This is an optimization exercise on Yosys and OpenROAD, whose aim is small area and a short achievable clock period, not a production implementation.
Where RTL was checked, it was by simulation tests only, not by an equivalence proof against the original.
Power and IR drop assume default switching activity.

==> flow/design.v <==
`timescale 1ns / 1ps
module lab4_2( 
              input wire      mode,
              input wire[2:0] opCode,
              input wire[3:0] value,
              input clk,
              input reset,
              output reg[9:0] result,
              output reg cacheFull,
              output reg invalidOp,
              output reg overflow);
	reg [223:0] cache;
	reg [5:0]   counter;
	reg [5:0]   PN;           
	reg [3:0]   begin_PC;
	reg [9:0]   p1;           
	reg [11:0]  B3;           
	reg [6:0]   IR;           
	reg         last;         
	integer i;
	always @(posedge clk) begin
		for (i = 0; i < 32; i = i + 1)
			if (!counter[5] && counter[4:0] == i)
				cache[i*7 +: 7] <= {opCode, value};
	end
	wire [9:0] p0 = result;
	wire [2:0] op = IR[6:4];
	wire [3:0] v  = IR[3:0];
	wire is1 = op[0] & ~op[2];
	wire is2 = op[1] & ~op[2];
	wire ar  = ~op[2];
	wire [4:0] s1, s2, s3;
	genvar k;
	generate
		for (k = 0; k < 5; k = k + 1) begin : dig
			wire a1 = p0[2*k+1], a0 = p0[2*k];
			if (k == 0) begin : d0
				assign s1[k] = (is2 & ~a1 & a0) | is1;
			end else begin : dk
				assign s1[k] = is2 & ~a1 & a0;
			end
			assign s2[k] = is2 & a1 & ~a0;
			assign s3[k] = is2 & a1 & a0;
		end
	endgenerate
	wire [10:0] B2 = {p1, 1'b0};
	wire [9:0] r0 = ({10{s1[0]}} & p1)      | ({10{s2[0]}} & B2[9:0]) | ({10{s3[0]}} & B3[9:0]);
	wire [7:0] r1 = ({8{s1[1]}}  & p1[7:0]) | ({8{s2[1]}}  & B2[7:0]) | ({8{s3[1]}}  & B3[7:0]);
	wire [5:0] r2 = ({6{s1[2]}}  & p1[5:0]) | ({6{s2[2]}}  & B2[5:0]) | ({6{s3[2]}}  & B3[5:0]);
	wire [3:0] r3 = ({4{s1[3]}}  & p1[3:0]) | ({4{s2[3]}}  & B2[3:0]) | ({4{s3[3]}}  & B3[3:0]);
	wire [1:0] r4 = ({2{s1[4]}}  & p1[1:0]) | ({2{s2[4]}}  & B2[1:0]) | ({2{s3[4]}}  & B3[1:0]);
	wire [9:0] q  = p0 & {10{~op[1]}};
	wire t0;
	wire t1;
	wire t2;
	wire t3;
	wire t4;
	wire t5;
	wire t6;
	wire t7;
	wire t8;
	wire t9;
	wire t10;
	wire t11;
	wire t12;
	wire t13;
	wire t14;
	wire t15;
	wire t16;
	wire t17;
	wire t18;
	wire t19;
	wire t20;
	wire t21;
	wire t22;
	wire t23;
	wire t24;
	wire t25;
	wire t26;
	wire t27;
	wire t28;
	wire t29;
	wire t30;
	wire t31;
	wire t32;
	wire t33;
	wire t34;
	wire t35;
	wire t36;
	wire t37;
	wire t38;
	wire t39;
	wire t40;
	wire t41;
	wire t42;
	wire t43;
	wire t44;
	wire t45;
	wire t46;
	wire t47;
	assign t0 = q[6] ^ r0[6];
	assign t1 = q[6] & r0[6];
	assign t2 = q[7] ^ r0[7] ^ r1[5];
	assign t3 = (q[7] & r0[7]) | (q[7] & r1[5]) | (r0[7] & r1[5]);
	assign t4 = q[8] ^ r0[8] ^ r1[6];
	assign t5 = (q[8] & r0[8]) | (q[8] & r1[6]) | (r0[8] & r1[6]);
	assign t6 = r2[4] ^ r3[2];
	assign t7 = r2[4] & r3[2];
	assign t8 = q[9] ^ r0[9] ^ r1[7];
	assign t9 = (q[9] & r0[9]) | (q[9] & r1[7]) | (r0[9] & r1[7]);
	assign t10 = r2[5] ^ r3[3] ^ r4[1];
	assign t11 = (r2[5] & r3[3]) | (r2[5] & r4[1]) | (r3[3] & r4[1]);
	assign t12 = v[2] ^ q[2];
	assign t13 = v[2] & q[2];
	assign t14 = v[3] ^ q[3] ^ r0[3];
	assign t15 = (v[3] & q[3]) | (v[3] & r0[3]) | (q[3] & r0[3]);
	assign t16 = q[4] ^ r0[4] ^ r1[2];
	assign t17 = (q[4] & r0[4]) | (q[4] & r1[2]) | (r0[4] & r1[2]);
	assign t18 = q[5] ^ r0[5] ^ r1[3];
	assign t19 = (q[5] & r0[5]) | (q[5] & r1[3]) | (r0[5] & r1[3]);
	assign t20 = r1[4] ^ r2[2] ^ r3[0];
	assign t21 = (r1[4] & r2[2]) | (r1[4] & r3[0]) | (r2[2] & r3[0]);
	assign t22 = r2[3] ^ r3[1] ^ t2;
	assign t23 = (r2[3] & r3[1]) | (r2[3] & t2) | (r3[1] & t2);
	assign t24 = r4[0] ^ t4 ^ t6;
	assign t25 = (r4[0] & t4) | (r4[0] & t6) | (t4 & t6);
	assign t26 = t8 ^ t10 ^ t5;
	assign t27 = (t8 & t10) | (t8 & t5) | (t10 & t5);
	assign t28 = v[0] ^ q[0];
	assign t29 = v[0] & q[0];
	assign t30 = v[1] ^ q[1] ^ r0[1];
	assign t31 = (v[1] & q[1]) | (v[1] & r0[1]) | (q[1] & r0[1]);
	assign t32 = r0[2] ^ r1[0] ^ t12;
	assign t33 = (r0[2] & r1[0]) | (r0[2] & t12) | (r1[0] & t12);
	assign t34 = r1[1] ^ t14 ^ t13;
	assign t35 = (r1[1] & t14) | (r1[1] & t13) | (t14 & t13);
	assign t36 = r2[0] ^ t16 ^ t15;
	assign t37 = (r2[0] & t16) | (r2[0] & t15) | (t16 & t15);
	assign t38 = r2[1] ^ t18 ^ t17;
	assign t39 = (r2[1] & t18) | (r2[1] & t17) | (t18 & t17);
	assign t40 = t0 ^ t20 ^ t19;
	assign t41 = (t0 & t20) | (t0 & t19) | (t20 & t19);
	assign t42 = t1 ^ t22 ^ t21;
	assign t43 = (t1 & t22) | (t1 & t21) | (t22 & t21);
	assign t44 = t3 ^ t24 ^ t23;
	assign t45 = (t3 & t24) | (t3 & t23) | (t24 & t23);
	assign t46 = t7 ^ t26 ^ t25;
	assign t47 = (t7 & t26) | (t7 & t25) | (t26 & t25);
	wire [9:0]  ra = {t46, t44, t42, t40, t38, t36, t34, t32, t30, r0[0]};
	wire [9:0]  rb = {t45, t43, t41, t39, t37, t35, t33, t31, t29, t28};
	wire [10:0] S  = ra + rb;
	wire big = (s1[1] & (|p1[9:8])) | (s2[1] & (|p1[9:7])) | (s3[1] & (|B3[11:8])) |
	           (s1[2] & (|p1[9:6])) | (s2[2] & (|p1[9:5])) | (s3[2] & (|B3[11:6])) |
	           (s1[3] & (|p1[9:4])) | (s2[3] & (|p1[9:3])) | (s3[3] & (|B3[11:4])) |
	           (s1[4] & (|p1[9:2])) | (s2[4] & (|p1[9:1])) | (s3[4] & (|B3[11:2])) |
	           (s2[0] & p1[9]) | (s3[0] & (|B3[11:10]));
	wire ovf_ar = S[10] | t9 | t11 | t27 | t47 | big;
	reg [3:0] pop;
	always @* begin
		pop = 0;
		for (i = 0; i < 10; i = i + 1) pop = pop + p0[i];
	end
	wire [9:0] rev = {p0[0], p0[1], p0[2], p0[3], p0[4], p0[5], p0[6], p0[7], p0[8], p0[9]};
	reg [9:0] n;
	reg       ovf;
	always @* begin
		if (ar) begin
			n = S[9:0]; ovf = ovf_ar;
		end else begin
			ovf = 1'b0;
			case (op[1:0])
				2'd0:    n = {6'd0, pop};
				2'd1:    n = rev;
				default: n = p0;
			endcase
		end
	end
	wire       is6    = op[2] & op[1];
	wire [3:0] nbegin = is6 ? v : begin_PC;
	wire [4:0] npc    = last ? {1'b0, nbegin} : PN[4:0];
	wire [5:0] npn    = npc + 1'b1;
	wire       nvalid = ~last | ({2'b0, nbegin} < counter);
	wire [6:0] nent   = cache[npc*7 +: 7];
	wire [5:0] cnt1   = counter + 1'b1;
	always @(posedge clk or posedge reset) begin
		if (reset) begin
			result    <= 0;
			cacheFull <= 0;
			invalidOp <= 0;
			overflow  <= 0;
			counter   <= 0;
			PN        <= 6'd1;
			begin_PC  <= 0;
			p1        <= 0;
			B3        <= 0;
			IR        <= 0;
			last      <= 1'b1;
		end else if (mode) begin
			result   <= n;
			overflow <= ovf;
			p1       <= p0;
			B3       <= {2'b0, p0} + {1'b0, p0, 1'b0};
			begin_PC <= nbegin;
			PN       <= npn;
			IR       <= nvalid ? nent : 7'd0;
			last     <= npn >= counter;
		end else begin
			if (!counter[5] && PN == cnt1)
				IR <= (opCode[1:0] == 2'b11) ? 7'd0 : {opCode, value};
			if (opCode[1:0] == 2'b11) begin
				invalidOp <= 1'b1;
			end else begin
				invalidOp <= 1'b0;
				if (counter[5]) cacheFull <= 1'b1;
				else begin
					counter <= cnt1;
					last    <= PN > counter;
				end
			end
		end
	end
endmodule
Settings: LEC_CHECK=0, CAP_MARGIN=20, CORE_MARGIN=2, CORE_UTILIZATION=40, CTS_CLUSTER_DIAMETER=100, CTS_CLUSTER_SIZE=24, SLEW_MARGIN=20; clock period 12.5 ns.
standard.sh (not shown) runs the stock make flow with config.mk's settings and CLKGATE_MAP_FILE= SYNTH_SCRIPT=/design/flow/synth_recipe.tcl, a recipe that flattens the netlist after the stock synthesis.
==> flow/flow/run.sh <==
#!/bin/bash
# Standard layout with these changes to how it is made:
#  - timing repair is asked for more setup margin than the clock period
#    needs, so it keeps shortening the worst paths;
#  - CTS as the standard flow runs it, without dummy loads;
#  - the port buffers are buf_4 cells (every port still gets its buffer).
set -euo pipefail
bash standard.sh SETUP_SLACK_MARGIN=9 \
  "CTS_ARGS=-sink_clustering_enable -repair_clock_nets -sink_clustering_size 24 -sink_clustering_max_diameter 100 -dont_use_dummy_load" \
  "BUFFER_PORTS_ARGS=-buffer_cell sky130_fd_sc_hd__buf_4" finish > standard.log 2>&1
Change:
--- a/flow/design.v
+++ b/flow/design.v
@@ -12,14 +12,14 @@
 	reg [223:0] cache;
 	reg [5:0]   counter;
 	reg [5:0]   PN;           
 	reg [3:0]   begin_PC;
 	reg [9:0]   p1;           
-	reg [11:0]  B3;           
+	reg [9:0]   B3;           
 	reg [6:0]   IR;           
 	reg         last;         
-	integer i;
+	integer i, j;
 	always @(posedge clk) begin
 		for (i = 0; i < 32; i = i + 1)
 			if (!counter[5] && counter[4:0] == i)
 				cache[i*7 +: 7] <= {opCode, value};
 	end
@@ -147,20 +147,20 @@
 	assign t46 = t7 ^ t26 ^ t25;
 	assign t47 = (t7 & t26) | (t7 & t25) | (t26 & t25);
 	wire [9:0]  ra = {t46, t44, t42, t40, t38, t36, t34, t32, t30, r0[0]};
 	wire [9:0]  rb = {t45, t43, t41, t39, t37, t35, t33, t31, t29, t28};
 	wire [10:0] S  = ra + rb;
-	wire big = (s1[1] & (|p1[9:8])) | (s2[1] & (|p1[9:7])) | (s3[1] & (|B3[11:8])) |
-	           (s1[2] & (|p1[9:6])) | (s2[2] & (|p1[9:5])) | (s3[2] & (|B3[11:6])) |
-	           (s1[3] & (|p1[9:4])) | (s2[3] & (|p1[9:3])) | (s3[3] & (|B3[11:4])) |
-	           (s1[4] & (|p1[9:2])) | (s2[4] & (|p1[9:1])) | (s3[4] & (|B3[11:2])) |
-	           (s2[0] & p1[9]) | (s3[0] & (|B3[11:10]));
+	wire big = (s1[1] & (|p1[9:8])) | (s2[1] & (|p1[9:7])) | (s3[1] & (p1 >= 10'd86)) |
+	           (s1[2] & (|p1[9:6])) | (s2[2] & (|p1[9:5])) | (s3[2] & (p1 >= 10'd22)) |
+	           (s1[3] & (|p1[9:4])) | (s2[3] & (|p1[9:3])) | (s3[3] & (p1 >= 10'd6)) |
+	           (s1[4] & (|p1[9:2])) | (s2[4] & (|p1[9:1])) | (s3[4] & (p1 >= 10'd2)) |
+	           (s2[0] & p1[9]) | (s3[0] & (p1 >= 10'd342));
 	wire ovf_ar = S[10] | t9 | t11 | t27 | t47 | big;
 	reg [3:0] pop;
 	always @* begin
 		pop = 0;
-		for (i = 0; i < 10; i = i + 1) pop = pop + p0[i];
+		for (j = 0; j < 10; j = j + 1) pop = pop + p0[j];
 	end
 	wire [9:0] rev = {p0[0], p0[1], p0[2], p0[3], p0[4], p0[5], p0[6], p0[7], p0[8], p0[9]};
 	reg [9:0] n;
 	reg       ovf;
 	always @* begin
@@ -197,11 +197,11 @@
 			last      <= 1'b1;
 		end else if (mode) begin
 			result   <= n;
 			overflow <= ovf;
 			p1       <= p0;
-			B3       <= {2'b0, p0} + {1'b0, p0, 1'b0};
+			B3       <= p0 + {p0[8:0], 1'b0};
 			begin_PC <= nbegin;
 			PN       <= npn;
 			IR       <= nvalid ? nent : 7'd0;
 			last     <= npn >= counter;
 		end else begin
Effect: Global-route usage barely changes. Sequential share of layout area came out higher by 0.58 points. Sequential power is about the same. Synthesized cell count came out lower by a few percent. Design area came out lower slightly. Worst hold slack improved by 9.3 ps. Wire length came out lower by a few percent. Clock-buffer cell count came out higher by 1. Power came out higher slightly.
Only the layout flow was run in the second run of this note; the RTL was not checked for function there.

separate check: timing with driven ports:
The flow's constraints put no driver on any port. The routed layouts listed below were extracted and timed again, unchanged, in two steps.
Step 1, drivers: a clkbuf_16 drives clk and a buf_2 each remaining input, both assumed.
Step 2 moves the port delays by t, midway between the first and last clock arrival at a register: inputs arrive t later, outputs are due t later. That takes back most of the time a late clock gives input paths.
Slacks: ideal / step 1 / step 2; pairs: ideal / step 1.
run	t (ns)	setup WS [ns]	cell pins on the clock port's net
the first run	0.530	8.657 / 8.608 / 8.491	1
the second run	0.537	8.524 / 8.524 / 8.524	1
After both steps every run listed still meets setup and hold. For the first run, which loses most, drivers alone change the setup slack by -0.049 ns; drivers and shift together by -0.166 ns.
